From an optimization exercise on the open Yosys and OpenROAD flow, aimed at a short achievable clock period and few clock cycles; shortcuts taken in it are not production practice. No functional check of the RTL was part of any run shown here. Power and IR drop assume default switching activity.

File: flow/design.v
module csa64(input [63:0] x, y, z, output [63:0] s, c);
assign s = x ^ y ^ z;
assign c = ((x & y) | (x & z) | (y & z)) << 1;
endmodule
module booth_enc(input [31:0] b, input sgn, output [50:0] dig);
wire [34:0] bx = {{2{sgn & b[31]}}, b, 1'b0};
genvar i;
generate
	for (i = 0; i < 17; i = i + 1) begin : d
		assign dig[3*i]   = bx[2*i] ^ bx[2*i+1];
		assign dig[3*i+1] = (bx[2*i+2] & ~bx[2*i+1] & ~bx[2*i]) | (~bx[2*i+2] & bx[2*i+1] & bx[2*i]);
		assign dig[3*i+2] = bx[2*i+2] & ~(bx[2*i+1] & bx[2*i]);
	end
endgenerate
endmodule
module mul_pp(input [31:0] a, input sgn, input [50:0] dig, output [511:0] rows);
wire [32:0] ax = {sgn & a[31], a};
reg [64*18-1:0] pp;
integer i, j;
reg one, two, neg;
reg [63:0] m;
always @* begin
	pp = {64*18{1'b0}};
	for (i = 0; i < 17; i = i + 1) begin
		one = dig[3*i];
		two = dig[3*i+1];
		neg = dig[3*i+2];
		m = 64'b0;
		for (j = 0; j < 64; j = j + 1)
			m[j] = (one & ((j < 33) ? ax[j] : ax[32])) | (two & ((j == 0) ? 1'b0 : (j < 34) ? ax[j-1] : ax[32]));
		m = {64{neg}} ^ m;
		pp[64*i +: 64] = m << (2*i);
		pp[64*17 + 2*i] = neg;
	end
end
wire [64*12-1:0] t;
genvar k;
generate
	for (k = 0; k < 6; k = k + 1) begin : l1
		csa64 c(.x(pp[64*(3*k) +: 64]), .y(pp[64*(3*k+1) +: 64]), .z(pp[64*(3*k+2) +: 64]), .s(t[64*(2*k) +: 64]), .c(t[64*(2*k+1) +: 64]));
	end
	for (k = 0; k < 4; k = k + 1) begin : l2
		csa64 c(.x(t[64*(3*k) +: 64]), .y(t[64*(3*k+1) +: 64]), .z(t[64*(3*k+2) +: 64]), .s(rows[128*k +: 64]), .c(rows[128*k+64 +: 64]));
	end
endgenerate
endmodule
module mul_red(input [511:0] rows, output [191:0] out);
wire [63:0] u0, u1, u2, u3, u4, u5, v0, v1, v2, v3;
csa64 c0(.x(rows[0 +: 64]), .y(rows[64 +: 64]), .z(rows[128 +: 64]), .s(u0), .c(u1));
csa64 c1(.x(rows[192 +: 64]), .y(rows[256 +: 64]), .z(rows[320 +: 64]), .s(u2), .c(u3));
assign u4 = rows[384 +: 64];
assign u5 = rows[448 +: 64];
csa64 c2(.x(u0), .y(u1), .z(u2), .s(v0), .c(v1));
csa64 c3(.x(u3), .y(u4), .z(u5), .s(v2), .c(v3));
wire [63:0] w0, w1;
csa64 c4(.x(v0), .y(v1), .z(v2), .s(w0), .c(w1));
assign out = {v3, w1, w0};
endmodule
module mul_red3(input [191:0] rows, output [63:0] s, c);
csa64 c0(.x(rows[0 +: 64]), .y(rows[64 +: 64]), .z(rows[128 +: 64]), .s(s), .c(c));
endmodule
module mul_fin(input [127:0] rows, output [32:0] lo, output [31:0] hi0, hi1);
wire [63:0] s = rows[63:0];
wire [63:0] c = rows[127:64];
assign lo = {1'b0, s[31:0]} + {1'b0, c[31:0]};
assign hi0 = s[63:32] + c[63:32];
wire [32:0] hi1x = {s[63:32], 1'b1} + {c[63:32], 1'b1};
assign hi1 = hi1x[32:1];
endmodule
module datapath (input clock, reset,
		 output [31:0] imem_addr,
		 input  [31:0] imem_rdata,
		 output        dmem_we,
		 output [31:0] dmem_addr, dmem_wdata,
		 input  [31:0] dmem_rdata);
reg [31:0] pc_f;
reg        v_d, pred_d;
reg [31:0] ins_d, pc4_d, rsv_d, rtv_d;
reg [16:0] blo_d;
reg [13:0] pch_d;
reg        he_rs, he_rt, hm_rs, hm_rt;	 
reg        mf_d, ldst_d;
reg [31:0] a_e, b_e, sd_e, alt_e;
reg        sld_e, lta_e, ltb_e;
reg        we_e, ld_e, st_e, br_e, brl_e, bne_e, pred_e, mul_e, msg_e, kill_e;
reg [4:0]  wr_e;
reg        arith_e, sub_e, xp_e, xg_e, xt_e, xn_e, sls_e, slu_e, mhi_e, mlo_e;
reg [31:0] res_m, sd_m;
reg        we_m, ld_m, st_m;
reg [4:0]  wr_m;
reg        bl_m, bne_l, pred_l;
reg [31:0] alt_l, cmpa_l, cmpb_l;
reg [31:0] wd_w;
reg        we_w;
reg [4:0]  wr_w;
reg [31:0] ma, hi0, hi1;
reg [32:0] lo;
reg [50:0] mdig;
reg        msg, mv1, mv2, mv3, mv4;
reg [511:0] mrows8;
reg [191:0] mrows3;
reg [127:0] mrows2;
reg [31:0] rf [1:31];
wire stall_d, redirect, redirect_m;
wire [31:0] redirect_pc;
wire [31:0] memval = ld_m ? dmem_rdata : res_m;
wire [31:0] ins_f = imem_rdata;
wire [4:0]  rs_f = ins_f[25:21];
wire [4:0]  rt_f = ins_f[20:16];
wire [31:0] pc4_f = pc_f + 32'd4;
wire [5:0]  op_f = ins_f[31:26];
wire jmp_f = op_f == 6'b000010;
wire beq_f = op_f == 6'b000100;
wire bne_f = op_f == 6'b000101;
wire same_f = rs_f == rt_f;
wire [17:0] blo_x = {1'b0, pc_f[17:2], 1'b1} + {1'b0, ins_f[15:0], 1'b1};
wire [16:0] blo_f = blo_x[17:1];
wire [31:0] btgt_f = {pc_f[31:18], blo_f[15:0], 2'b00};
wire pred_f = ((beq_f & (same_f | ins_f[15])) | (bne_f & ~same_f)) & (blo_f[16] == ins_f[15]);
wire [31:0] jtgt_f = {pc4_f[31:28], ins_f[25:0], 2'b00};
wire [31:0] npc_f = jmp_f ? jtgt_f : pred_f ? btgt_f : pc4_f;
always @(posedge clock)
begin
	if (reset) pc_f <= 32'b0;
	else if (redirect | stall_d) pc_f <= redirect ? redirect_pc : pc_f;
	else pc_f <= npc_f;
end
assign imem_addr = pc_f;
wire rt0_f = op_f == 6'b000000;
wire [5:0] fn_f = ins_f[5:0];
wire ralu_f = rt0_f & (fn_f == 6'h20 | fn_f == 6'h21 | fn_f == 6'h22 | fn_f == 6'h23 | fn_f == 6'h24 |
		       fn_f == 6'h25 | fn_f == 6'h26 | fn_f == 6'h01 | fn_f == 6'h2a | fn_f == 6'h2b);
wire mul_f = rt0_f & (fn_f == 6'h18 | fn_f == 6'h19);
wire ialu_f = op_f == 6'h08 | op_f == 6'h09 | op_f == 6'h0a | op_f == 6'h0b | op_f == 6'h0c |
	      op_f == 6'h0d | op_f == 6'h0e;
wire urs_f = ralu_f | mul_f | ialu_f | op_f == 6'h23 | op_f == 6'h2b;
wire urt_f = ralu_f | mul_f;
wire mf_f = rt0_f & (fn_f == 6'h10 | fn_f == 6'h12);
wire [31:0] rf_rs = (rs_f == 5'b0) ? 32'b0 : rf[rs_f];
wire [31:0] rf_rt = (rt_f == 5'b0) ? 32'b0 : rf[rt_f];
wire [31:0] rsw_f = (we_w & (wr_w == rs_f)) ? wd_w : rf_rs;
wire [31:0] rtw_f = (we_w & (wr_w == rt_f)) ? wd_w : rf_rt;
wire [31:0] rsv_f = (we_m & (wr_m == rs_f)) ? memval : rsw_f;
wire [31:0] rtv_f = (we_m & (wr_m == rt_f)) ? memval : rtw_f;
wire [5:0] op = ins_d[31:26];
wire [5:0] fn = ins_d[5:0];
wire [4:0] rs = ins_d[25:21];
wire [4:0] rt = ins_d[20:16];
wire [4:0] rd = ins_d[15:11];
wire rtype = op == 6'b000000;
wire f_add  = rtype & (fn == 6'h20 | fn == 6'h21);
wire f_sub  = rtype & (fn == 6'h22 | fn == 6'h23);
wire f_and  = rtype & fn == 6'h24;
wire f_or   = rtype & fn == 6'h25;
wire f_xor  = rtype & fn == 6'h26;
wire f_xnor = rtype & fn == 6'h01;
wire f_slt  = rtype & fn == 6'h2a;
wire f_sltu = rtype & fn == 6'h2b;
wire f_hi   = rtype & fn == 6'h10;
wire f_lo   = rtype & fn == 6'h12;
wire f_mul  = rtype & (fn == 6'h18 | fn == 6'h19);
wire i_add  = op == 6'h08 | op == 6'h09;
wire i_slt  = op == 6'h0a;
wire i_sltu = op == 6'h0b;
wire i_and  = op == 6'h0c;
wire i_or   = op == 6'h0d;
wire i_xor  = op == 6'h0e;
wire i_lui  = op == 6'h0f;
wire i_lw   = op == 6'h23;
wire i_sw   = op == 6'h2b;
wire i_beq  = op == 6'h04;
wire i_bne  = op == 6'h05;
wire i_br   = i_beq | i_bne;
wire r_alu  = f_add | f_sub | f_and | f_or | f_xor | f_xnor | f_slt | f_sltu;
wire i_alu  = i_add | i_slt | i_sltu | i_and | i_or | i_xor;
wire use_imm = i_alu | i_lui | i_lw | i_sw;
wire sub_d  = f_sub | f_slt | f_sltu | i_slt | i_sltu;
wire [4:0] wr_d = rtype ? rd : rt;
wire we_d = (r_alu | f_hi | f_lo | i_alu | i_lui | i_lw) & (wr_d != 5'b0);
wire zext = i_and | i_or | i_xor;
wire [31:0] imm_d = i_lui ? {ins_d[15:0], 16'b0} : {{16{ins_d[15] & ~zext}}, ins_d[15:0]};
wire hit_e_rs = he_rs & we_e;
wire hit_e_rt = he_rt & we_e;
wire [31:0] v_rs = (hm_rs & we_m) ? memval : rsv_d;
wire [31:0] v_rt = (hm_rt & we_m) ? memval : rtv_d;
wire ld_use = ldst_d & we_e;
wire mf_wait = mf_d & (mul_e | mv1 | mv2 | mv3);
assign stall_d = v_d & (ld_use | mf_wait);
wire go_d = v_d & ~stall_d;
always @(posedge clock)
begin
	if (reset | redirect) v_d <= 1'b0;
	else if (~stall_d) v_d <= 1'b1;
	ldst_d <= ~stall_d & v_d & i_lw & ((wr_d == rs_f & urs_f) | (wr_d == rt_f & urt_f));
	if (stall_d) begin
		rsv_d <= v_rs;
		rtv_d <= v_rt;
		hm_rs <= wr_e == rs;
		hm_rt <= wr_e == rt;
	end else begin
		ins_d <= ins_f;
		pc4_d <= pc4_f;
		blo_d <= blo_f;
		pch_d <= pc_f[31:18];
		pred_d <= pred_f;
		rsv_d <= rsv_f;
		rtv_d <= rtv_f;
		mf_d <= mf_f;
		he_rs <= wr_d == rs_f;
		he_rt <= wr_d == rt_f;
		hm_rs <= wr_e == rs_f;
		hm_rt <= wr_e == rt_f;
	end
end
wire [31:0] res_e;
wire fb_d = hit_e_rt & ~use_imm;
wire [31:0] v_b = use_imm ? imm_d : v_rt;
reg  [13:0] bhi_inc, bhi_dec;
integer q;
always @* begin
	for (q = 0; q < 14; q = q + 1) begin
		bhi_inc[q] = pch_d[q] ^ ((pch_d & ((14'd1 << q) - 14'd1)) == ((14'd1 << q) - 14'd1));
		bhi_dec[q] = pch_d[q] ^ ((pch_d & ((14'd1 << q) - 14'd1)) == 14'd0);
	end
end
wire [13:0] bhi_d = (blo_d[16] == ins_d[15]) ? pch_d : blo_d[16] ? bhi_inc : bhi_dec;
wire [31:0] btgt_d = {bhi_d, blo_d[15:0], 2'b00};
wire [31:0] bpre = sub_d ? ~v_b : v_b;
wire fbp = fb_d & ~sub_d;
wire fbn = fb_d & sub_d;
always @(posedge clock)
begin
	if (reset) begin
		kill_e <= 1'b0;
		we_e <= 1'b0; ld_e <= 1'b0; st_e <= 1'b0; br_e <= 1'b0; mul_e <= 1'b0;
	end else begin
		kill_e <= redirect;
		we_e <= go_d & we_d;
		ld_e <= go_d & i_lw;
		st_e <= go_d & i_sw;
		br_e <= go_d & i_br;
		mul_e <= go_d & f_mul;
	end
	wr_e <= wr_d;
	bne_e <= i_bne;
	msg_e <= ~fn[0];
	pred_e <= pred_d;
	alt_e <= pred_d ? pc4_d : btgt_d;
	a_e <= i_lui ? 32'b0 : hit_e_rs ? res_e : v_rs;
	b_e <= fbp ? res_e : fbn ? ~res_e : bpre;
	sd_e <= hit_e_rt ? res_e : v_rt;
	sld_e <= hit_e_rt & ld_e;
	lta_e <= hit_e_rs & ld_e;
	ltb_e <= hit_e_rt & ld_e;
	brl_e <= ld_e & (hit_e_rs | hit_e_rt);
	arith_e <= f_add | i_add | i_lw | i_sw | f_sub;
	sub_e <= sub_d;
	xp_e <= f_add | i_add | i_lw | i_sw | f_sub | f_xor | i_xor;
	xg_e <= f_and | i_and;
	xt_e <= f_or | i_or | i_lui;
	xn_e <= f_xnor;
	sls_e <= f_slt | i_slt;
	slu_e <= f_sltu | i_sltu;
	mhi_e <= f_hi;
	mlo_e <= f_lo;
end
wire [31:0] a = a_e;
wire [31:0] b = b_e;	 
wire [31:0] g0 = a & b;
wire [31:0] t0 = a | b;
wire [31:0] p0 = a ^ b;
wire [31:0] hi = lo[32] ? hi1 : hi0;
wire [31:0] x = ({32{xp_e}} & p0) | ({32{xg_e}} & g0) | ({32{xt_e}} & t0) | ({32{xn_e}} & ~p0)
	      | ({32{mhi_e}} & hi) | ({32{mlo_e}} & lo[31:0]);
reg [31:0] g, p, gn, pn;
integer i, l;
always @* begin
	g = g0; p = t0;
	g[0] = g0[0] | (t0[0] & sub_e);
	for (l = 1; l < 32; l = l * 2) begin
		gn = g; pn = p;
		for (i = l; i < 32; i = i + 1) begin
			gn[i] = g[i] | (p[i] & g[i-l]);
			pn[i] = p[i] & p[i-l];
		end
		g = gn; p = pn;
	end
end
wire [31:0] c = {g[30:0], sub_e};
wire [31:0] r = x ^ (c & {32{arith_e}});
wire lt = (sls_e & (p0[31] ? ~g[30] : a[31])) | (slu_e & ~g[31]);
assign res_e = {r[31:1], r[0] | lt};
wire eq = a_e == b_e;
wire taken_e = bne_e ^ eq;
wire redirect_e = br_e & ~kill_e & ~brl_e & (taken_e != pred_e);
wire go_e = ~kill_e & ~redirect_m;	 
wire eq_l = cmpa_l == cmpb_l;
assign redirect_m = bl_m & ((bne_l ^ eq_l) != pred_l);
assign redirect = redirect_m | redirect_e;
assign redirect_pc = redirect_m ? alt_l : alt_e;
always @(posedge clock)
begin
	if (reset) begin
		we_m <= 1'b0; ld_m <= 1'b0; st_m <= 1'b0; bl_m <= 1'b0;
	end else begin
		we_m <= we_e & go_e;
		ld_m <= ld_e & go_e;
		st_m <= st_e & go_e;
		bl_m <= br_e & brl_e & go_e;
	end
	wr_m <= wr_e;
	res_m <= res_e;
	sd_m <= sld_e ? dmem_rdata : sd_e;
	bne_l <= bne_e;
	pred_l <= pred_e;
	alt_l <= alt_e;
	cmpa_l <= lta_e ? dmem_rdata : a_e;
	cmpb_l <= ltb_e ? dmem_rdata : b_e;
end
wire [50:0] dig;
wire [511:0] rows8;
wire [191:0] rows3;
wire [127:0] rows2;
wire [32:0] plo;
wire [31:0] phi0, phi1;
booth_enc menc(.b(b_e), .sgn(msg_e), .dig(dig));
mul_pp  mpp(.a(ma), .sgn(msg), .dig(mdig), .rows(rows8));
mul_red mrd(.rows(mrows8), .out(rows3));
mul_red3 mr3(.rows(mrows3), .s(rows2[63:0]), .c(rows2[127:64]));
mul_fin mfn(.rows(mrows2), .lo(plo), .hi0(phi0), .hi1(phi1));
always @(posedge clock)
begin
	if (reset) begin
		mv1 <= 1'b0; mv2 <= 1'b0; mv3 <= 1'b0; mv4 <= 1'b0;
	end else begin
		mv1 <= mul_e & go_e;
		mv2 <= mv1;
		mv3 <= mv2;
		mv4 <= mv3;
	end
	ma <= a_e;
	mdig <= dig;
	msg <= msg_e;
	mrows8 <= rows8;
	mrows3 <= rows3;
	mrows2 <= rows2;
	if (mv4) begin
		lo <= plo;
		hi0 <= phi0;
		hi1 <= phi1;
	end
end
assign dmem_addr = res_m;
assign dmem_wdata = sd_m;
assign dmem_we = st_m;
always @(posedge clock)
begin
	if (reset) we_w <= 1'b0;
	else we_w <= we_m;
	wr_w <= wr_m;
	wd_w <= memval;
end
integer k;
always @(posedge clock)
begin
	if (reset) begin
		for (k = 1; k < 32; k = k + 1) rf[k] <= 32'b0;
	end else if (we_w) begin
		rf[wr_w] <= wd_w;
	end
end
endmodule
File: flow/flow/run.sh
#!/bin/bash
# Layout flow: the standard flow, with synthesis mapping the logic through ABC with a
# delay-oriented script (flow/speed.abc) in place of the default one. Everything else,
# including the registers that synthesis produces, is the standard flow's.
set -euo pipefail
here=$(pwd)
bash standard.sh SYNTH_SCRIPT=$here/flow/synth.tcl finish > $here/standard.log 2>&1
File: flow/flow/speed.abc
&get -n
&st
&dch
&nf
&put
buffer -c
topo
stime -c
upsize -c
dnsize -c
File: flow/flow/synth.tcl
# The standard flow's synthesis script, with the ABC mapping script replaced by flow/speed.abc
set ::speed_abc [file join [file dirname [file normalize [info script]]] speed.abc]
proc abc {args} {
  set i [lsearch $args -script]
  lset args [expr {$i + 1}] $::speed_abc
  yosys abc {*}$args
}
source [file join [file dirname [file dirname [file normalize [info script]]]] synth_recipe.tcl]
File: flow/standard.sh
#!/bin/bash
# synth_recipe.tcl (not shown) runs the flow's synth.tcl, then flattens the netlist and writes it again
# the make line also repeats each setting of config.mk as NAME=value (left out here)
make -C /OpenROAD-flow-scripts/flow DESIGN_CONFIG=/design/flow/config.mk WORK_HOME=/design/flow/orfs CLKGATE_MAP_FILE= SYNTH_SCRIPT=/design/flow/synth_recipe.tcl "${@:-finish}"
File: flow/config.mk
export PLATFORM = sky130hd
export DESIGN_NAME = datapath
export DESIGN_NICKNAME = datapath
export VERILOG_FILES = /design/flow/design.v
export SDC_FILE = /design/flow/constraint.sdc
export NUM_CORES = 8
export LEC_CHECK = 0
export CAP_MARGIN = 25
export CORE_MARGIN = 2
export CORE_UTILIZATION = 40
export CTS_CLUSTER_DIAMETER = 120
export CTS_CLUSTER_SIZE = 25
export SETUP_SLACK_MARGIN = 3.2
export SLEW_MARGIN = 20
File: flow/constraint.sdc
create_clock -name core_clock -period 5.8 [get_ports {clock}]
set_input_delay 1.1600 -clock core_clock [delete_from_list [all_inputs] [get_ports {clock}]]
set_output_delay 1.1600 -clock core_clock [all_outputs]
set_load 0.01 [all_outputs]
==> results.rst, run 1 <==
.. list-table::
   :header-rows: 1

   * - Metric
     - Value
   * - Starting utilization of the core area
     - 40.3%
   * - Drt wl/cell
     - around 34 um
   * - Compound-Gate Fraction of Synth Area
     - 10.9%
   * - Slack of the critical path
     - 2.82 ns
   * - R2R depth
     - 15
   * - Source-to-sink clock delay at the later pin of the worst-skew pair
     - between 0.9 and 1 ns
   * - Type of the most critical hold path
     - flop to flop
   * - Crit-path max cell delay
     - about 0.73 ns
   * - Launching point of the worst reg2reg path
     - b_e[26]
   * - Number of routed nets with antenna violations
     - 0
   * - Clock transition at the register clock pins on the worst setup and hold paths after CTS
     - 0.10 ns
   * - Number of buffer and inverter stages on the critical path
     - 1
   * - Area used by multi-input combinational logic
     - around 65,000 sq um
   * - Cell internal pwr
     - around 38 mW
   * - EDFF count, synth
     - 1,220
   * - IO buf count
     - about 160
   * - Met2 usage
     - between 40% and 50%
   * - Met3 routing resource usage after global routing
     - under 10%
   * - Total number of H-tree levels
     - 3
   * - Reg2reg setup slack
     - ~2.8 ns
   * - Clock tree from TritonCTS
     - built
   * - Synthesized-area fraction occupied by adder cells
     - between 10% and 20%
   * - Sequential fraction of the synthesis area
     - 47.8%
   * - Switching share of power
     - 40.6%
   * - Die width
     - 565 um
   * - Async SR Flop Fraction
     - 0%
   * - Final min period
     - 2.98 ns
   * - Post-route total power
     - ~65 mW
   * - Setup skew after layout
     - approximately 0.15 ns
   * - Buffer type at the clock tree root
     - clkbuf_16
   * - Pin count of the biggest net entering global routing
     - 97
   * - Endpoints failing hold
     - 0
   * - Number of global-route vias before repair
     - between 90,000 and 100k
   * - DRT Pass-1 Iters
     - 9
   * - DP Cell Count
     - ~14,000
   * - Global-route wire length before repair
     - 690,000 um
   * - Part of the total power dissipated in combinational logic
     - 47.6%
   * - Setup violators final
     - 0
   * - Number of I/O pins
     - between 150 and 200
   * - Path type of the worst setup path
     - input port to flop
   * - Worst path top cell family by delay
     - compound AO/OA/AOI/OAI gates
   * - Yosys Warn Count
     - 2
   * - Floorplan Core Area
     - between 300,000 and 400,000 sq um
   * - Maximum operating frequency
     - 336 MHz
   * - Number of max-slew violations in the final report
     - 0
   * - Cell count after synthesis
     - approximately 10,000
   * - Post-DP HPWL
     - 314,000 um
   * - CTS hold repair buffers
     - 0
   * - Leak
     - roughly 55 nW
   * - Storage element area
     - approximately 60,000 sq um
   * - Power density cells
     - about 440 nW/um^2
   * - Crit path depth
     - 7
   * - Antenna violations before repair
     - 29
   * - Ratio of cells with drive above 1 in the final layout
     - around a quarter
   * - Crit-path most repeated cell
     - a21oi_1
   * - Finished Layout Cells
     - between 10,000 and 15,000
   * - Critical path required time
     - 6.65 ns
   * - Vias
     - between 90,000 and 100k
   * - CP cell instances
     - clkdlybuf4s50_1, mux2i_2, nor2_1, a21oi_1, a21oi_1, o22ai_1, xnor2_2
   * - Grt peak-use layer
     - met2
   * - Clock network fraction of total power
     - between 10% and 20%
   * - Result of the run
     - finished clean
   * - Peak ir drop on the vdd network
     - 0.318 mV
   * - Clock tree buffer depth
     - 4
   * - DRC Markers
     - 0
   * - Multiplexer fraction of the synthesized cell area
     - roughly 9.8%
   * - Total negative slack
     - 0 ns
   * - Top flip-flop cell by instance count after synthesis
     - edfxtp_1
   * - Critical Path Source
     - dmem_rdata[28]
   * - Cell with the biggest individual delay on the critical path
     - clkdlybuf4s50_1
   * - Setup slack after placement
     - roughly 1.2 ns
   * - Tightest Pin Transition
     - between 1 and 1.5 ns
   * - Critical path launch point type
     - input port
   * - Total routing usage reported by global routing
     - roughly 30%
   * - Fill count
     - between 20,000 and 30,000
   * - TritonCTS sink count
     - between 2,000 and 2,500
   * - Flip-flop and latch count after synthesis
     - around 2,400
   * - Via density
     - between 6 and 7
   * - Sw power
     - about 26 mW
   * - Post-synthesis simple-gate area fraction
     - under 10%
   * - Placer's final routability congestion estimate
     - between 0.9 and 1
   * - Worst hold slack
     - 0.340 ns
   * - Combinational family with the most area after synthesis
     - adder cells
   * - Critical Path Fanout Max
     - 5
   * - Final-stage net count
     - 11,455
   * - Post-synthesis to final-layout area growth
     - 16.3%
   * - Crit path arrival time
     - 3.82 ns
   * - Die outline area
     - 319,000 sq um
   * - Worst setup path endpoint
     - b_e[28]
   * - Max-slew headroom at the worst pin
     - 30.1%
   * - Type of destination of the critical path
     - flop
   * - Flop pwr share
     - between 30 and 40%
   * - Number of max-capacitance violations reported
     - 0
   * - Number of buffers created by CTS
     - 112
   * - RR Endpoint
     - pc_f[25]
   * - GRT Residual Overflow
     - 0
   * - Routed wire length
     - 495,000 um
   * - Number of DRC markers in iteration 0
     - ~13,000
   * - Unrepaired setup endpoints after global routing
     - yes
   * - Global routing usage on met1
     - about 39%
   * - Post-synthesis cell area
     - between 100,000 and 150,000 sq um
   * - Share of the synthesized netlist area taken by xor and xnor gates
     - 6.08%
   * - Site row count
     - just over 200
   * - Library cells used by synthesis
     - 82
   * - Die span in y
     - between 500 and 600 um
   * - Tcrit/Tclk final
     - 51.3%
   * - Avg Synthesized Cell Area
     - 12.0 sq um
==> power groups by stage <==
stage / Clock, mW / Sequential [mW] / Combinational (mW)
after floorplan: 0 / 23.4 / 18.3
after global placement: 0 / 24.5 / 27.5
after detailed placement: 0 / 24.6 / 28.1
after CTS: 9.65 / 24.3 / 29.8
after global routing: 10.2 / 24.6 / 33.8
final: 9.55 / 24.3 / 30.7
==> Yosys cell counts, drive strengths merged (400+ instances only) <==
master | instances | share of area [%]
clkbuf | 800 | 2.4
a21oi | 400 | 1.6
edfxtp | 1220 | 29
a22oi | 537 | 3.2
nor2 | 493 | 1.5
fa | 572 | 9.1
and2 | 1003 | 5.0
xor2 | 403 | 2.8
o21ai | 589 | 2.3
xnor2 | 471 | 3.3
inv | 532 | 1.6
mux4 | 512 | 9.2
dfxtp | 1174 | 19
==> cell type report <==
type                    count  share of cell area [%]
clock inverters             9                   0.115
repair buffers            866                    6.68
clock buffers             181                    2.13
inverters                 533                    1.46
flip-flops and latches   2394                    41.4
multi-input cells        6644                    44.6
well taps                4140                    3.54
diodes                     13                  0.0222
repair inverters            4                  0.0598
==> how the worst min path moves through the flow <==
stage	startpoint	endpoint	slack, ns	cells past startpoint
global route	mrows3[2]	mrows2[2]	0.34	0
floorplan	mrows3[0]	mrows2[0]	0.31	0
global placement	mrows3[0]	mrows2[0]	0.32	0
detailed placement	mrows8[1]	mrows3[1]	0.31	0
CTS	mrows3[4]	mrows2[4]	0.34	0
finish	mrows3[4]	mrows2[4]	0.34	0
==> per-stage QoR <==
| stage | util [%] | area [sq um] |
|---|---|---|
| 2_1_floorplan | - | 128000 |
| 3_3_place_gp | 42.3 | 132000 |
| 3_5_place_dp | 42.5 | 133000 |
| 4_1_cts | 45.9 | 143000 |
| 5_1_grt | 46.9 | 146000 |
| 6_report | 46.9 | 146000 |
==> cell usage in the layout (no fill, tap or decap), types with 41 or more instances in the layout <==
cell type and n:
a21oi_1 298, o211ai_1 71, xor2_1 377, nand4_1 43, a21o_1 62, buf_4 433
fa_1 567, clkbuf_16 126, a221o_1 59, mux4_2 512, o21ai_2 46, a21oi_2 76
and2_1 998, ha_1 191, buf_8 43, edfxtp_1 1220, o21ai_1 144, inv_1 463
ha_4 55, dfxtp_4 101, or2_4 52, a31oi_1 51, xnor2_1 418, dfxtp_1 949
buf_12 76, nor2_1 427, clkbuf_1 66, o21ai_0 387, a221oi_2 82, xnor2_2 46
and3_1 41, buf_6 183, nand2_1 335, nand3_1 69, a22oi_1 528, inv_2 41
dfxtp_2 124
==> cell families (layout without fill, tap and decap cells) <==
| logic type | Yosys count | after routing |
|---|---|---|
| XOR/XNOR | 874 | 874 |
| adder cells (fa/ha/maj) | 834 | 834 |
| other | 1 | 14 |
| AND/OR/NAND/NOR | 2202 | 2231 |
| flip-flops | 2394 | 2394 |
| AO/OA/AOI/OAI | 2109 | 2113 |
| multiplexers | 591 | 591 |
| buffers and inverters | 1474 | 1593 |
==> metal layers <==
metal  vias up  share of wire [%]
met4         8                8.1
met5         -             0.0091
met2      6074                 44
met3      1409                 11
li1      37374                  -
met1     46996                 37
==> sequential cells by signal, summed over array words and instances (netlist names), 33 cells and up <==
register  cells
rf         1024
mdig         50
mrows3      164
mrows2      123
mrows8      336
lo           33
==> worst register-to-register path, stage by stage (launching register included) <==
cell      delay (ns)
dfxtp_4         0.38
inv_4           0.05
ha_4            0.26
nor4_4          0.33
nand4_1         0.15
buf_6           0.17
nor3_2          0.17
and4b_2         0.27
buf_12          0.13
a21oi_4         0.20
buf_6           0.14
buf_6           0.09
buf_12          0.13
o21ai_4         0.11
buf_4           0.18
a211oi_2        0.18
==> timing repair <==
action | in CTS | in global routing
gates resized for setup | 1524 | 371
cloned | 60 | 13
setup endpoints to repair | 1490 | 663
pin swaps | 182 | 180
setup buffers | 260 | 115
==> run 2: changes to the inputs <==
--- a/flow/design.v
+++ b/flow/design.v
@@ -73,7 +73,8 @@
 		 output        dmem_we,
 		 output [31:0] dmem_addr, dmem_wdata,
 		 input  [31:0] dmem_rdata);
-reg [31:0] pc_f;
+reg [31:2] pcw;		 
+wire [31:0] pc_f = {pcw, 2'b00};
 reg        v_d, pred_d;
 reg [31:0] ins_d, pc4_d, rsv_d, rtv_d;
 reg [16:0] blo_d;
@@ -84,7 +85,7 @@
 reg        sld_e, lta_e, ltb_e;
 reg        we_e, ld_e, st_e, br_e, brl_e, bne_e, pred_e, mul_e, msg_e, kill_e;
 reg [4:0]  wr_e;
-reg        arith_e, sub_e, xp_e, xg_e, xt_e, xn_e, sls_e, slu_e, mhi_e, mlo_e;
+reg        arith_e, sub_e, xp_e, xg_e, xt_e, xn_e, xb_e, sls_e, slu_e, mhi_e, mlo_e;
 reg [31:0] res_m, sd_m;
 reg        we_m, ld_m, st_m;
 reg [4:0]  wr_m;
@@ -121,9 +122,9 @@
 wire [31:0] npc_f = jmp_f ? jtgt_f : pred_f ? btgt_f : pc4_f;
 always @(posedge clock)
 begin
-	if (reset) pc_f <= 32'b0;
-	else if (redirect | stall_d) pc_f <= redirect ? redirect_pc : pc_f;
-	else pc_f <= npc_f;
+	if (reset) pcw <= 30'b0;
+	else if (redirect) pcw <= redirect_pc[31:2];
+	else if (~stall_d) pcw <= npc_f[31:2];
 end
 assign imem_addr = pc_f;
 wire rt0_f = op_f == 6'b000000;
@@ -246,7 +247,7 @@
 	msg_e <= ~fn[0];
 	pred_e <= pred_d;
 	alt_e <= pred_d ? pc4_d : btgt_d;
-	a_e <= i_lui ? 32'b0 : hit_e_rs ? res_e : v_rs;
+	a_e <= hit_e_rs ? res_e : v_rs;
 	b_e <= fbp ? res_e : fbn ? ~res_e : bpre;
 	sd_e <= hit_e_rt ? res_e : v_rt;
 	sld_e <= hit_e_rt & ld_e;
@@ -257,8 +258,9 @@
 	sub_e <= sub_d;
 	xp_e <= f_add | i_add | i_lw | i_sw | f_sub | f_xor | i_xor;
 	xg_e <= f_and | i_and;
-	xt_e <= f_or | i_or | i_lui;
+	xt_e <= f_or | i_or;
 	xn_e <= f_xnor;
+	xb_e <= i_lui;
 	sls_e <= f_slt | i_slt;
 	slu_e <= f_sltu | i_sltu;
 	mhi_e <= f_hi;
@@ -271,7 +273,7 @@
 wire [31:0] p0 = a ^ b;
 wire [31:0] hi = lo[32] ? hi1 : hi0;
 wire [31:0] x = ({32{xp_e}} & p0) | ({32{xg_e}} & g0) | ({32{xt_e}} & t0) | ({32{xn_e}} & ~p0)
-	      | ({32{mhi_e}} & hi) | ({32{mlo_e}} & lo[31:0]);
+	      | ({32{xb_e}} & b_e) | ({32{mhi_e}} & hi) | ({32{mlo_e}} & lo[31:0]);
 reg [31:0] g, p, gn, pn;
 integer i, l;
 always @* begin
--- a/flow/config.mk
+++ b/flow/config.mk
@@ -8,7 +8,5 @@
 export CAP_MARGIN = 25
 export CORE_MARGIN = 2
 export CORE_UTILIZATION = 40
-export CTS_CLUSTER_DIAMETER = 120
-export CTS_CLUSTER_SIZE = 25
 export SETUP_SLACK_MARGIN = 3.2
 export SLEW_MARGIN = 20
==> run 2 against run 1 <==
Worst setup slack improved by 0.059 ns. Routed wire length rose by 0.95%. Utilization rose by 1.6 points. Count of clock-buffer cells in the layout rose by 163. Clock skew fell by 0.033 ns. Die area barely moved. Total power rose by 12%. Cell count rose by 1.7%. Critical path type is now flop to flop.
==> results.rst, run 2 <==
.. list-table::
   :header-rows: 1

   * - Metric
     - Value
   * - DRT Pass-1 Iters
     - 10
   * - Total negative slack
     - 0 ns
   * - Max-slew headroom at the worst pin
     - between 20% and 30%
   * - Type of destination of the critical path
     - flop
   * - DRC Markers
     - 0
   * - Async SR Flop Fraction
     - 0%
   * - Number of buffers created by CTS
     - approximately 270
   * - Clock tree from TritonCTS
     - built
   * - Buffer type at the clock tree root
     - clkbuf_16
   * - Share of the synthesized area in the top cell type
     - between 20 and 30%
   * - Maximum operating frequency
     - around 340 MHz
   * - Vias
     - ~94,000
   * - Endpoints failing hold
     - 0
   * - Commonest non-fill, non-tap cell in the layout
     - edfxtp_1
   * - Final-stage net count
     - 11,575
   * - Die span in y
     - around 560 um
   * - Result of the run
     - finished clean
   * - Post-synthesis cell area
     - between 100,000 and 150,000 sq um
   * - Post-DP HPWL
     - ~310,000 um
   * - Post-synthesis simple-gate area fraction
     - under 10%
   * - Flip-flop and latch count after synthesis
     - 2,387
   * - TritonCTS sink count
     - ~2,400
   * - Setup violators final
     - 0
   * - Synthesized-area fraction occupied by adder cells
     - 11.7%
   * - Path type of the worst setup path
     - flop to flop
   * - Total routing usage reported by global routing
     - between 30% and 40%
   * - DP Cell Count
     - 14,102
   * - Starting utilization of the core area
     - ~40%
   * - Biggest register
     - rf
   * - Leak
     - around 58 nW
   * - Power density cells
     - 477 nW/um^2
   * - Final min period
     - a little under 3 ns
   * - Top flip-flop cell by instance count after synthesis
     - edfxtp_1
   * - Compound-Gate Fraction of Synth Area
     - a little over a tenth
   * - Type of the most critical hold path
     - flop to flop
   * - Yosys Warn Count
     - 2
   * - Peak ir drop on the vdd network
     - approximately 0.31 mV
   * - Tcrit/Tclk final
     - between 50% and 60%
   * - Floorplan Core Area
     - approximately 310,000 sq um
   * - Total number of H-tree levels
     - 5
   * - Via density
     - between 6 and 7
   * - IO buf count
     - 160
   * - Crit path arrival time
     - about 3.7 ns
   * - Finished Layout Cells
     - 15,040
   * - Number of max-slew violations in the final report
     - 0
   * - Share of the synthesized netlist area taken by xor and xnor gates
     - 6.05%
   * - Site row count
     - around 210
   * - Pin count of the biggest net entering global routing
     - between 70 and 80
   * - Source-to-sink clock delay at the later pin of the worst-skew pair
     - around 0.96 ns
   * - Avg Synthesized Cell Area
     - approximately 12 sq um
   * - Clock transition at the register clock pins on the worst setup and hold paths after CTS
     - about 0.07 ns
   * - Cell count after synthesis
     - 10,449
   * - Sequential fraction of the synthesis area
     - 47.7%
   * - Number of routed nets with antenna violations
     - 0
   * - Tightest Pin Transition
     - ~1.1 ns
   * - Placer's final routability congestion estimate
     - 0.970
   * - GRT Residual Overflow
     - 0
   * - Ratio of cells with drive above 1 in the final layout
     - around a quarter
   * - Main area contributors after synthesis
     - edfxtp_1, dfxtp_1, mux4_2
   * - Cell types with the highest counts after synthesis
     - edfxtp_1, dfxtp_1, and2_1, clkbuf_1, fa_1
   * - Unrepaired setup endpoints after global routing
     - yes
   * - Number of global-route vias before repair
     - between 90,000 and 100k
   * - Number of max-capacitance violations reported
     - 0
   * - Die outline area
     - roughly 320,000 sq um
   * - Drt wl/cell
     - 33.3 um
   * - Dominant cell by count in the synthesized netlist
     - edfxtp_1
   * - Library cells used by synthesis
     - 86
   * - Combinational family with the most area after synthesis
     - adder cells
   * - Die width
     - 565 um
   * - Post-synthesis to final-layout area growth
     - 20.5%
   * - EDFF count, synth
     - ~1,200
   * - Multiplexer fraction of the synthesized cell area
     - under 10%
   * - Cell taking the most area after synthesis
     - edfxtp_1
   * - Number of I/O pins
     - approximately 160
   * - Critical path launch point type
     - flop
   * - Clock tree buffer depth
     - 4
   * - Critical Path Fanout Max
     - 6
   * - Antenna violations before repair
     - 39
   * - Setup skew after layout
     - 0.112 ns
   * - Number of DRC markers in iteration 0
     - 13,494
   * - Largest register FFs
     - approximately 1,000
   * - Commonest cells after routing, fill and taps aside
     - edfxtp_1, and2_1, dfxtp_1
   * - CTS hold repair buffers
     - 0
   * - Critical path required time
     - between 6 and 7 ns
   * - Global-route wire length before repair
     - 691,000 um
   * - Routed wire length
     - between 500,000 and 600,000 um
   * - Registers with the most flip-flops
     - rf: 1024 flops, mrows8: 336 flops, mrows3: 164 flops
-- run 2: cells by family (layout without fill, tap and decap cells) --
group / count (synthesis) / in the layout
compound gates: 2020 / 2022
xor+xnor: 869 / 869
fa+ha+maj: 834 / 834
buf+inv: 1461 / 1888
flops: 2387 / 2387
mux: 609 / 609
other cells: 1 / 15
simple gates: 2268 / 2276
-- run 2: metrics by stage --
stage	hold WS, ns	utilization (%)	setup WS, ns	area (sq um)	total power, mW
6_report	0.299	48.5	2.88	151000	72.3
5_1_grt	0.294	48.5	2.82	151000	76.6
3_3_place_gp	0.310	42.3	1.11	132000	51.5
3_5_place_dp	0.313	42.3	1.37	132000	52.2
4_1_cts	0.295	47.3	2.87	148000	71.6
2_1_floorplan	0.310	-	2.74	127000	41.5
-- run 2: final cells by class --
cell class / instances / area [sq um]
Clock buffer: 344 / 7460
Inverter: 532 / 2080
Tap cell: 4140 / 5180
Fill cell: 27145 / 161000
Antenna cell: 12 / 30.0
Timing Repair inverter: 1 / 8.76
Sequential cell: 2387 / 60500
Timing Repair Buffer: 871 / 9310
Clock inverter: 140 / 1600
Multi-Input combinational cell: 6613 / 65300
-- run 2: report_power, final --
group	internal (mW)	switching, mW
Combinational	12.3	18.0
Sequential	21.9	2.19
Clock	10.3	7.54
-- run 2: routing by layer --
metal	part of all wire [%]	up-vias	GRT usage, %
li1	-	37756	-
met1	37	47674	40.0
met2	43	6882	45.0
met3	13	1436	9.04
met4	6.0	22	15.5
met5	0.032	-	0
-- run 2: path summary, 6_finish.rpt --
kind,cells after the start,end,slack [ns],from
worst min-delay path,0,mrows2[0],0.30,mrows3[0]
worst max register to register,11,pcw[11],2.88,cmpa_l[7]
worst max-delay path,11,pcw[11],2.88,cmpa_l[7]
worst min register to register,0,mrows2[0],0.30,mrows3[0]
-- run 2: timing repair --
item,4_1_cts,5_1_grt
gates resized for setup,1383,512
pin swaps,172,192
gates cloned,30,17
buffers inserted,246,147
endpoints found under the setup margin,1264,390
-- run 2: worst max-delay path, stage by stage (launching register included) --
cell     delay [ns]
dfxtp_1        0.35
xnor2_2        0.12
nand4_1        0.28
nor4_4         0.60
buf_4          0.23
a31oi_4        0.13
a21oi_4        0.22
buf_12         0.13
and2_4         0.20
o21ai_2        0.07
or3_4          0.39
a21oi_2        0.14
==> run 3: changes to the inputs <==
--- a/flow/design.v
+++ b/flow/design.v
@@ -76,7 +76,7 @@
 reg [31:2] pcw;		 
 wire [31:0] pc_f = {pcw, 2'b00};
 reg        v_d, pred_d;
-reg [31:0] ins_d, pc4_d, rsv_d, rtv_d;
+reg [31:0] ins_d, pc4_d, pcj_d, rsv_d, rtv_d;
 reg [16:0] blo_d;
 reg [13:0] pch_d;
 reg        he_rs, he_rt, hm_rs, hm_rt;	 
@@ -119,7 +119,24 @@
 wire [31:0] btgt_f = {pc_f[31:18], blo_f[15:0], 2'b00};
 wire pred_f = ((beq_f & (same_f | ins_f[15])) | (bne_f & ~same_f)) & (blo_f[16] == ins_f[15]);
 wire [31:0] jtgt_f = {pc4_f[31:28], ins_f[25:0], 2'b00};
-wire [31:0] npc_f = jmp_f ? jtgt_f : pred_f ? btgt_f : pc4_f;
+localparam NJ = 4;
+localparam NJB = 2;
+reg [NJ-1:0] jv;
+reg [29:0] jtag [0:NJ-1];
+reg [29:0] jdst [0:NJ-1];
+reg [NJ-1:0] jhit_f;
+reg [29:0] jt_f;
+integer u;
+always @* begin
+	jt_f = 30'b0;
+	for (u = 0; u < NJ; u = u + 1) begin
+		jhit_f[u] = jv[u] & (jtag[u] == pc4_f[31:2]);
+		jt_f = jt_f | ({30{jhit_f[u]}} & jdst[u]);
+	end
+end
+wire fold_f = |jhit_f;
+wire [31:0] seq_f = fold_f ? {jt_f, 2'b00} : pc4_f;
+wire [31:0] npc_f = jmp_f ? jtgt_f : pred_f ? btgt_f : seq_f;
 always @(posedge clock)
 begin
 	if (reset) pcw <= 30'b0;
@@ -200,7 +217,8 @@
 		hm_rt <= wr_e == rt;
 	end else begin
 		ins_d <= ins_f;
-		pc4_d <= pc4_f;
+		pc4_d <= seq_f;
+		pcj_d <= pc4_f;
 		blo_d <= blo_f;
 		pch_d <= pc_f[31:18];
 		pred_d <= pred_f;
@@ -213,6 +231,24 @@
 		hm_rt <= wr_e == rt_f;
 	end
 end
+wire i_j = op == 6'b000010;
+wire [29:0] jpc_d = pcj_d[31:2] - 30'd1;
+reg [NJ-1:0] jdup;
+integer w;
+always @* for (w = 0; w < NJ; w = w + 1) jdup[w] = jv[w] & (jtag[w] == jpc_d);
+reg [NJB-1:0] jptr;
+always @(posedge clock)
+begin
+	if (reset) begin
+		jv <= {NJ{1'b0}};
+		jptr <= {NJB{1'b0}};
+	end else if (v_d & i_j & ~(|jdup)) begin
+		jv[jptr] <= 1'b1;
+		jtag[jptr] <= jpc_d;
+		jdst[jptr] <= {pcj_d[31:28], ins_d[25:0]};
+		jptr <= jptr + 1'b1;
+	end
+end
 wire [31:0] res_e;
 wire fb_d = hit_e_rt & ~use_imm;
 wire [31:0] v_b = use_imm ? imm_d : v_rt;
==> run 3 against run 2 <==
Worst setup slack got worse by 1.1 ns. Register-to-register slack got worse by 1.1 ns. Sequential power increased by 8.7%. Area after synthesis increased by 11%. Fmax decreased by 27%. Count of clock-buffer cells in the layout increased by 79. Critical path depth increased by 4. Cell count increased by 12%. Hold slack improved by 0.026 ns. Sequential share of layout area decreased by 0.20 points.
==> results.rst, run 3 <==
.. list-table::
   :header-rows: 1

   * - Metric
     - Value
   * - Cell with the biggest individual delay on the critical path
     - or4_4
   * - TritonCTS sink count
     - between 2,000 and 3,000
   * - Type of the most critical hold path
     - flop to flop
   * - Number of routed nets with antenna violations
     - 0
   * - Share of the synthesized area in the top cell type
     - 32.1%
   * - Starting utilization of the core area
     - 40.2%
   * - DRC Markers
     - 0
   * - Ratio of cells with drive above 1 in the final layout
     - between 20% and 30%
   * - Library cells used by synthesis
     - 94
   * - Number of max-capacitance violations reported
     - 0
   * - Commonest cells after routing, fill and taps aside
     - edfxtp_1, dfxtp_1, and2_1
   * - Crit-path max cell delay
     - about 0.52 ns
   * - Biggest register
     - rf
   * - Main area contributors after synthesis
     - edfxtp_1, dfxtp_1, mux4_2
   * - Die outline area
     - roughly 350,000 sq um
   * - DRT Pass-1 Iters
     - 7
   * - Number of I/O pins
     - between 150 and 200
   * - Buffer type at the clock tree root
     - clkbuf_16
   * - Crit path arrival time
     - ~4.6 ns
   * - Clock tree from TritonCTS
     - built
   * - Cell count after synthesis
     - ~11,000
   * - Vias
     - a little over 100k
   * - CTS hold repair buffers
     - 0
   * - Number of DRC markers in iteration 0
     - 14,270
   * - Peak ir drop on the vdd network
     - 0.336 mV
   * - Via density
     - between 6 and 7
   * - Post-DP HPWL
     - 345,000 um
   * - Slack of the critical path
     - ~1.8 ns
   * - Critical Path Fanout Max
     - 6
   * - Flip-flop and latch count after synthesis
     - about 2,700
   * - Maximum operating frequency
     - 250 MHz
   * - Clock tree buffer depth
     - 4
   * - Endpoints failing hold
     - 0
   * - Number of max-slew violations in the final report
     - 0
   * - Die span in y
     - approximately 590 um
   * - Tightest Pin Transition
     - between 1 and 1.5 ns
   * - Global-route wire length before repair
     - 757,000 um
   * - Total negative slack
     - 0 ns
   * - Post-route total power
     - about 76 mW
   * - IO buf count
     - 160
   * - Total routing usage reported by global routing
     - about 30%
   * - Routed wire length
     - about 540,000 um
   * - Setup slack after placement
     - slightly below 0.9 ns
   * - Floorplan Core Area
     - 346,000 sq um
   * - Commonest non-fill, non-tap cell in the layout
     - edfxtp_1
   * - Tcrit/Tclk final
     - between 60% and 70%
   * - Source-to-sink clock delay at the later pin of the worst-skew pair
     - ~0.95 ns
   * - Area of all placed cells without fillers
     - 173,000 sq um
   * - CP cell instances
     - buf_4, or4_4, nor4_4, nand3_2, xor2_4, buf_4, xor2_1, nand4_1, nor3_2, nand4_1, nand2_2, nor3_4, and3_4, buf_8, buf_12
   * - Setup violators final
     - 0
   * - Async SR Flop Fraction
     - 0%
   * - Dominant cell by count in the synthesized netlist
     - edfxtp_1
   * - Antenna violations before repair
     - 31
   * - Power density cells
     - between 400 and 500 nW/um^2
   * - GRT Residual Overflow
     - 0
   * - Final-stage net count
     - approximately 13,000
   * - Drt wl/cell
     - between 30 and 40 um
   * - Critical path launch point type
     - flop
   * - Placer's final routability congestion estimate
     - about 0.95
   * - Type of destination of the critical path
     - flop
   * - EDFF count, synth
     - about 1,500
   * - Leak
     - 66.3 nW
   * - Avg Synthesized Cell Area
     - 12.2 sq um
   * - Number of global-route vias before repair
     - slightly above 100k
   * - Number of buffers created by CTS
     - between 200 and 300
   * - Site row count
     - about 220
   * - Die width
     - 594 um
   * - Total number of H-tree levels
     - 5
   * - Final min period
     - around 4.0 ns
   * - Cell types with the highest counts after synthesis
     - edfxtp_1, dfxtp_1, and2_1, clkbuf_1, nor2_1
   * - Cell taking the most area after synthesis
     - edfxtp_1
   * - Registers with the most flip-flops
     - rf: 1024 flops, mrows8: 336 flops, mrows3: 164 flops
   * - Clock transition at the register clock pins on the worst setup and hold paths after CTS
     - about 0.070 ns
   * - Post-synthesis to final-layout area growth
     - 24.1%
   * - Yosys Warn Count
     - 2
   * - Post-synthesis cell area
     - 139,000 sq um
   * - Top flip-flop cell by instance count after synthesis
     - edfxtp_1
   * - Sequential fraction of the synthesis area
     - 49.0%
   * - Path type of the worst setup path
     - flop to flop
   * - Result of the run
     - finished clean
   * - Pin count of the biggest net entering global routing
     - 95
   * - Max-slew headroom at the worst pin
     - 23.0%
   * - Setup skew after layout
     - around 0.059 ns
   * - Placed inst area
     - 147,000 sq um
   * - Unrepaired setup endpoints after global routing
     - yes
   * - Largest register FFs
     - a little over 1,000
   * - Critical path required time
     - around 6.4 ns
-- run 3: changes by cell type after synthesis, sizes merged, moves of 56 or more --
cell    change
edfxtp    +270
xor2      +120
xnor2      +98
nor2       +88
nand4      +61
xnor3      +56
-- run 3: worst paths after layout --
| check | from | endpoint | slack (ns) | depth (start not counted) |
|---|---|---|---|---|
| worst min-delay path | alt_e[18] | alt_l[18] | 0.32 | 0 |
| worst max register to register | pcj_d[12] | jdst[0][6] | 1.80 | 15 |
| worst max-delay path | pcj_d[12] | jdst[0][6] | 1.80 | 15 |
| worst min register to register | alt_e[18] | alt_l[18] | 0.32 | 0 |
-- run 3: area by class of cell --
type | instances | area (sq um)
clock buffers | 423 | 8500
fillers | 29572 | 174000
multi-input cells | 7165 | 71900
repair buffers | 1279 | 14400
flip-flops and latches | 2663 | 68700
clock inverters | 122 | 1340
diodes | 17 | 42.5
inverters | 584 | 2320
well taps | 4578 | 5730
-- run 3: power breakdown --
part           leakage, nW  total, mW  switching, mW  internal [mW]
logic                 36.5       30.2           17.6           12.6
clock network         4.81       19.5           8.21           11.3
registers             25.0       26.2           2.11           24.1
-- run 3: critical path, delay by kind of cell, from the launching register on --
kind | cells | cell delay, ns
buffers and inverters | 4 | 0.65
DFF | 1 | 0.46
xor gates and xnor gates | 2 | 0.35
and+or+nand+nor | 9 | 2.18
-- run 3: kinds of logic after synthesis --
| logic type | count (synthesis) | share of synthesized area [%] |
|---|---|---|
| flops | 2663 | 49.0 |
| simple gates | 2493 | 9.47 |
| compound gates | 2043 | 9.74 |
| buf+inv | 1575 | 4.28 |
| xor+xnor | 1143 | 7.75 |
| fa+ha+maj | 839 | 10.6 |
| mux | 634 | 9.18 |
| other cells | 1 | 0.00269 |
-- run 3: per-stage QoR --
step / cells / util [%] / hold slack (ns)
after floorplan: 11393 / - / 0.310
after global placement: 15503 / 42.5 / 0.312
after detailed placement: 15513 / 42.6 / 0.314
after CTS: 16557 / 48.5 / 0.327
after global routing: 16822 / 49.9 / 0.327
final: 16831 / 49.9 / 0.325
-- run 3: timing repair --
action / 4_1_cts / 5_1_grt
setup buffers: 439 / 237
gates cloned: 60 / 20
endpoints found under the hold margin: 0 / 0
pin swaps: 365 / 331
setup endpoints to repair: 2425 / 1145
resized for setup: 1811 / 591
-- run 3: per-layer routing --
metal / global-route usage, % / routed length (um)
met1: 38.9 / 204000
met2: 46.2 / 245000
met3: 5.91 / 57700
met4: 16.4 / 35300
met5: 0 / 41
==> run 4: changes to the inputs <==
--- a/flow/design.v
+++ b/flow/design.v
@@ -76,7 +76,9 @@
 reg [31:2] pcw;		 
 wire [31:0] pc_f = {pcw, 2'b00};
 reg        v_d, pred_d;
-reg [31:0] ins_d, pc4_d, pcj_d, rsv_d, rtv_d;
+reg [31:0] ins_d, pc4_d, rsv_d, rtv_d;
+reg [31:2] pcs_d;
+reg [3:0]  pj4_d;
 reg [16:0] blo_d;
 reg [13:0] pch_d;
 reg        he_rs, he_rt, hm_rs, hm_rt;	 
@@ -130,7 +132,7 @@
 always @* begin
 	jt_f = 30'b0;
 	for (u = 0; u < NJ; u = u + 1) begin
-		jhit_f[u] = jv[u] & (jtag[u] == pc4_f[31:2]);
+		jhit_f[u] = jv[u] & (jtag[u] == pcw);
 		jt_f = jt_f | ({30{jhit_f[u]}} & jdst[u]);
 	end
 end
@@ -218,7 +220,8 @@
 	end else begin
 		ins_d <= ins_f;
 		pc4_d <= seq_f;
-		pcj_d <= pc4_f;
+		pcs_d <= pcw;
+		pj4_d <= pc4_f[31:28];
 		blo_d <= blo_f;
 		pch_d <= pc_f[31:18];
 		pred_d <= pred_f;
@@ -232,21 +235,28 @@
 	end
 end
 wire i_j = op == 6'b000010;
-wire [29:0] jpc_d = pcj_d[31:2] - 30'd1;
+reg        jq_v;
+reg [29:0] jq_tag, jq_dst;
 reg [NJ-1:0] jdup;
 integer w;
-always @* for (w = 0; w < NJ; w = w + 1) jdup[w] = jv[w] & (jtag[w] == jpc_d);
+always @* for (w = 0; w < NJ; w = w + 1) jdup[w] = jv[w] & (jtag[w] == jq_tag);
 reg [NJB-1:0] jptr;
 always @(posedge clock)
 begin
+	jq_tag <= pcs_d - 30'd1;
+	jq_dst <= {pj4_d, ins_d[25:0]};
 	if (reset) begin
+		jq_v <= 1'b0;
 		jv <= {NJ{1'b0}};
 		jptr <= {NJB{1'b0}};
-	end else if (v_d & i_j & ~(|jdup)) begin
-		jv[jptr] <= 1'b1;
-		jtag[jptr] <= jpc_d;
-		jdst[jptr] <= {pcj_d[31:28], ins_d[25:0]};
-		jptr <= jptr + 1'b1;
+	end else begin
+		jq_v <= v_d & i_j;
+		if (jq_v & ~(|jdup)) begin
+			jv[jptr] <= 1'b1;
+			jtag[jptr] <= jq_tag;
+			jdst[jptr] <= jq_dst;
+			jptr <= jptr + 1'b1;
+		end
 	end
 end
 wire [31:0] res_e;
==> run 4 against run 3 <==
Still clean. Die area increased by 0.78%. Via count increased by 3.4%. Worst setup slack improved by 0.73 ns. First-iteration DRC count increased by 7.6%. Non-clock buffer count decreased by 38. Critical endpoint is now pcw[11]. Largest power group unchanged.
==> results.rst, run 4 <==
.. list-table::
   :header-rows: 1

   * - Metric
     - Value
   * - Unrepaired setup endpoints after global routing
     - yes
   * - Antenna violations before repair
     - 23
   * - Die width
     - about 600 um
   * - Drt wl/cell
     - between 30 and 40 um
   * - Fill count
     - around 30,000
   * - Post-synthesis cell area
     - roughly 140,000 sq um
   * - Final min period
     - between 3 and 4 ns
   * - EDFF count, synth
     - about 1,500
   * - Cell taking the most area after synthesis
     - edfxtp_1
   * - Vias
     - ~110k
   * - Sequential fraction of the synthesis area
     - 49.2%
   * - Via density
     - ~6
   * - Tcrit/Tclk final
     - a little under three fifths
   * - Peak ir drop on the vdd network
     - between 0.3 and 0.4 mV
   * - Main area contributors after synthesis
     - edfxtp_1, dfxtp_1, mux4_2
   * - Source-to-sink clock delay at the later pin of the worst-skew pair
     - a little under 1 ns
   * - Endpoints failing hold
     - 0
   * - Type of the most critical hold path
     - flop to flop
   * - Critical path required time
     - approximately 6.6 ns
   * - Starting utilization of the core area
     - between 40% and 50%
   * - Total routing usage reported by global routing
     - about 30%
   * - Worst hold slack
     - between 0.3 and 0.4 ns
   * - DRC Markers
     - 0
   * - Number of max-slew violations in the final report
     - 0
   * - Placed inst area
     - 148,000 sq um
   * - Path type of the worst setup path
     - flop to flop
   * - GRT Residual Overflow
     - 0
   * - Leak
     - between 60 and 70 nW
   * - Number of I/O pins
     - about 160
   * - Dominant cell by count in the synthesized netlist
     - edfxtp_1
   * - Crit path arrival time
     - between 4 and 5 ns
   * - Die outline area
     - roughly 360,000 sq um
   * - IO buf count
     - 160
   * - Tightest Pin Transition
     - 1.23 ns
   * - Library cells used by synthesis
     - 88
   * - Power density cells
     - 438 nW/um^2
   * - Number of buffers created by CTS
     - 301
   * - Type of destination of the critical path
     - flop
   * - Top flip-flop cell by instance count after synthesis
     - edfxtp_1
   * - Routed wire length
     - 552,000 um
   * - DRT Pass-1 Iters
     - 8
   * - Critical Path Fanout Max
     - 7
   * - Cell count after synthesis
     - 11,658
   * - Met3 routing resource usage after global routing
     - 6.03%
   * - Biggest register
     - rf
   * - Clock transition at the register clock pins on the worst setup and hold paths after CTS
     - 0.06 ns
   * - Setup skew after layout
     - ~0.076 ns
   * - Ratio of cells with drive above 1 in the final layout
     - 27.0%
   * - Commonest cells after routing, fill and taps aside
     - edfxtp_1, dfxtp_1, and2_1
   * - Clock tree buffer depth
     - 4
   * - Buffer type at the clock tree root
     - clkbuf_16
   * - Setup violators final
     - 0
   * - Async SR Flop Fraction
     - 0%
   * - Clock tree from TritonCTS
     - built
   * - TritonCTS sink count
     - 2,714
   * - Global routing usage on met1
     - roughly two fifths
   * - Result of the run
     - finished clean
   * - Largest register FFs
     - between 1,000 and 1,500
   * - Met2 usage
     - a little under half
   * - Post-synthesis to final-layout area growth
     - 23.7%
   * - Registers with the most flip-flops
     - rf: 1024 flops, mrows8: 336 flops, mrows3: 164 flops
   * - Number of DRC markers in iteration 0
     - around 15,000
   * - Site row count
     - between 200 and 250
   * - Grt peak-use layer
     - met2
   * - Yosys Warn Count
     - 2
   * - Commonest non-fill, non-tap cell in the layout
     - edfxtp_1
   * - Hold Path Stages
     - 0
   * - Floorplan Core Area
     - 349,000 sq um
   * - Number of max-capacitance violations reported
     - 0
   * - Final-stage net count
     - 13,145
   * - Max-slew headroom at the worst pin
     - ~17%
   * - Number of routed nets with antenna violations
     - 0
   * - R2R depth
     - 12
   * - Global-route wire length before repair
     - slightly below 800,000 um
   * - Critical path launch point type
     - flop
   * - Avg Synthesized Cell Area
     - 12.0 sq um
   * - Placer's final routability congestion estimate
     - just under 1
   * - Total number of H-tree levels
     - 5
   * - Die span in y
     - roughly 600 um
   * - Number of global-route vias before repair
     - around 100k
   * - Maximum operating frequency
     - ~310 MHz
   * - Area of all placed cells without fillers
     - around 170,000 sq um
   * - Pin count of the biggest net entering global routing
     - around 100
   * - Cell types with the highest counts after synthesis
     - edfxtp_1, dfxtp_1, and2_1, clkbuf_1, inv_1
   * - Flip-flop and latch count after synthesis
     - 2,714
   * - Post-DP HPWL
     - 347,000 um
   * - Total negative slack
     - 0 ns
   * - Share of the synthesized area in the top cell type
     - 31.6%
==> run 4: area by class of cell <==
| cell class | instances | area, sq um | share of cell area [%] |
|---|---|---|---|
| timing repair buffer | 1241 | 13800 | 7.94 |
| clock inverter | 150 | 1570 | 0.903 |
| inverter | 602 | 2410 | 1.39 |
| timing repair inverter | 1 | 6.26 | 0.00360 |
| multi-input combinational | 7379 | 72100 | 41.5 |
| sequential | 2714 | 69700 | 40.1 |
| antenna | 15 | 37.5 | 0.0216 |
| clock buffer | 403 | 8350 | 4.81 |
| tap | 4599 | 5750 | 3.31 |
==> run 4: worst max-delay path: stages, from the launching register on <==
cell and delay [ns]:
edfxtp_1 0.45, xor2_2 0.18, or4_1 0.54, or4_4 0.51, nor3_4 0.14, buf_6 0.13
buf_8 0.10, buf_12 0.12, or4_4 0.25, o211ai_1 0.21, or2_4 0.29, o211ai_1 0.09
a31oi_1 0.12
==> run 4: timing repair <==
action                      CTS  global route
pin swaps                   279           296
hold buffers                  0             0
setup buffers               387           272
gates cloned                 66            27
gates resized for setup    1741           679
setup endpoints to repair  1997          1188
==> run 4: cells by family after synthesis <==
kind of cell	synth area share, %
fa+ha+maj	10.5
xor+xnor	6.66
other cells	0.00267
mux	9.04
simple gates	9.69
flops	49.2
buf+inv	4.38
compound gates	10.5
==> run 4: layer usage <==
metal	vias to the layer above	share of wire, %
li1	42986	-
met1	53669	38
met2	7331	44
met3	1506	12
met4	6	6.9
met5	-	0.0074
==> run 4: path summary, 6_finish.rpt <==
check | start | to | slack [ns]
setup reg to reg | jtag[2][7] | pcw[11] | 2.53
hold reg to reg | mrows3[0] | mrows2[0] | 0.33
setup / recovery | jtag[2][7] | pcw[11] | 2.53
hold / removal | mrows3[0] | mrows2[0] | 0.33
==> run 4: through the flow <==
step | worst slack (ns) | power [mW] | cells | util [%]
2_1_floorplan | 2.57 | 44.6 | 11660 | -
3_3_place_gp | 0.939 | 53.7 | 15761 | 42.3
3_5_place_dp | 1.01 | 54.5 | 15780 | 42.4
4_1_cts | 2.62 | 75.5 | 16786 | 48.1
5_1_grt | 2.50 | 80.8 | 17091 | 49.7
6_report | 2.53 | 76.1 | 17104 | 49.7
==> run 4: report_power, final <==
group	total [mW]	internal [mW]	leakage, nW	switching, mW
clock	19.5	11.2	4.84	8.36
sequential	26.8	24.6	25.4	2.28
combinational	29.7	12.3	35.9	17.4
total	76.1	48.1	66.2	28.0

==> re-timing with driven ports <==
The results above use ideal ports. As a check the final layouts listed here were re-extracted and re-timed, cells and wires unchanged.
Step 1 sets driving cells, clkbuf_16 on the clock port and buf_2 on the other inputs (assumed; they add their load-dependent delay and slew).
Step 2 adds t to the input delays and takes it off the output delays; t is the mean of the earliest and latest rising clock arrival at the registers after step 1. Input paths then give back, and output paths get back, about the clock's delay inside the block.
a / b / c = ideal / step 1 / step 2; a / b = the first two.
run	shift t [ns]	setup slack, ns	worst setup path at the end	latest minus earliest clock arrival (ns)	slew at the worst register clock pin (ns)
run 1	1.016	2.824 / 2.841 / 1.887	input to register	0.156 / 0.155	0.11 / 0.11
run 2	0.998	2.883 / 2.883 / 1.913	input to register	0.122 / 0.121	0.07 / 0.07
run 3	1.027	1.800 / 1.800 / 1.299	input to register	0.068 / 0.067	0.07 / 0.07
run 4	1.051	2.531 / 2.531 / 1.742	input to register	0.084 / 0.084	0.07 / 0.07
After both steps setup and hold are still met in every run listed. The setup slack of run 2, which loses most, moves by 0.000 ns with the drivers and by -0.970 ns with both steps.
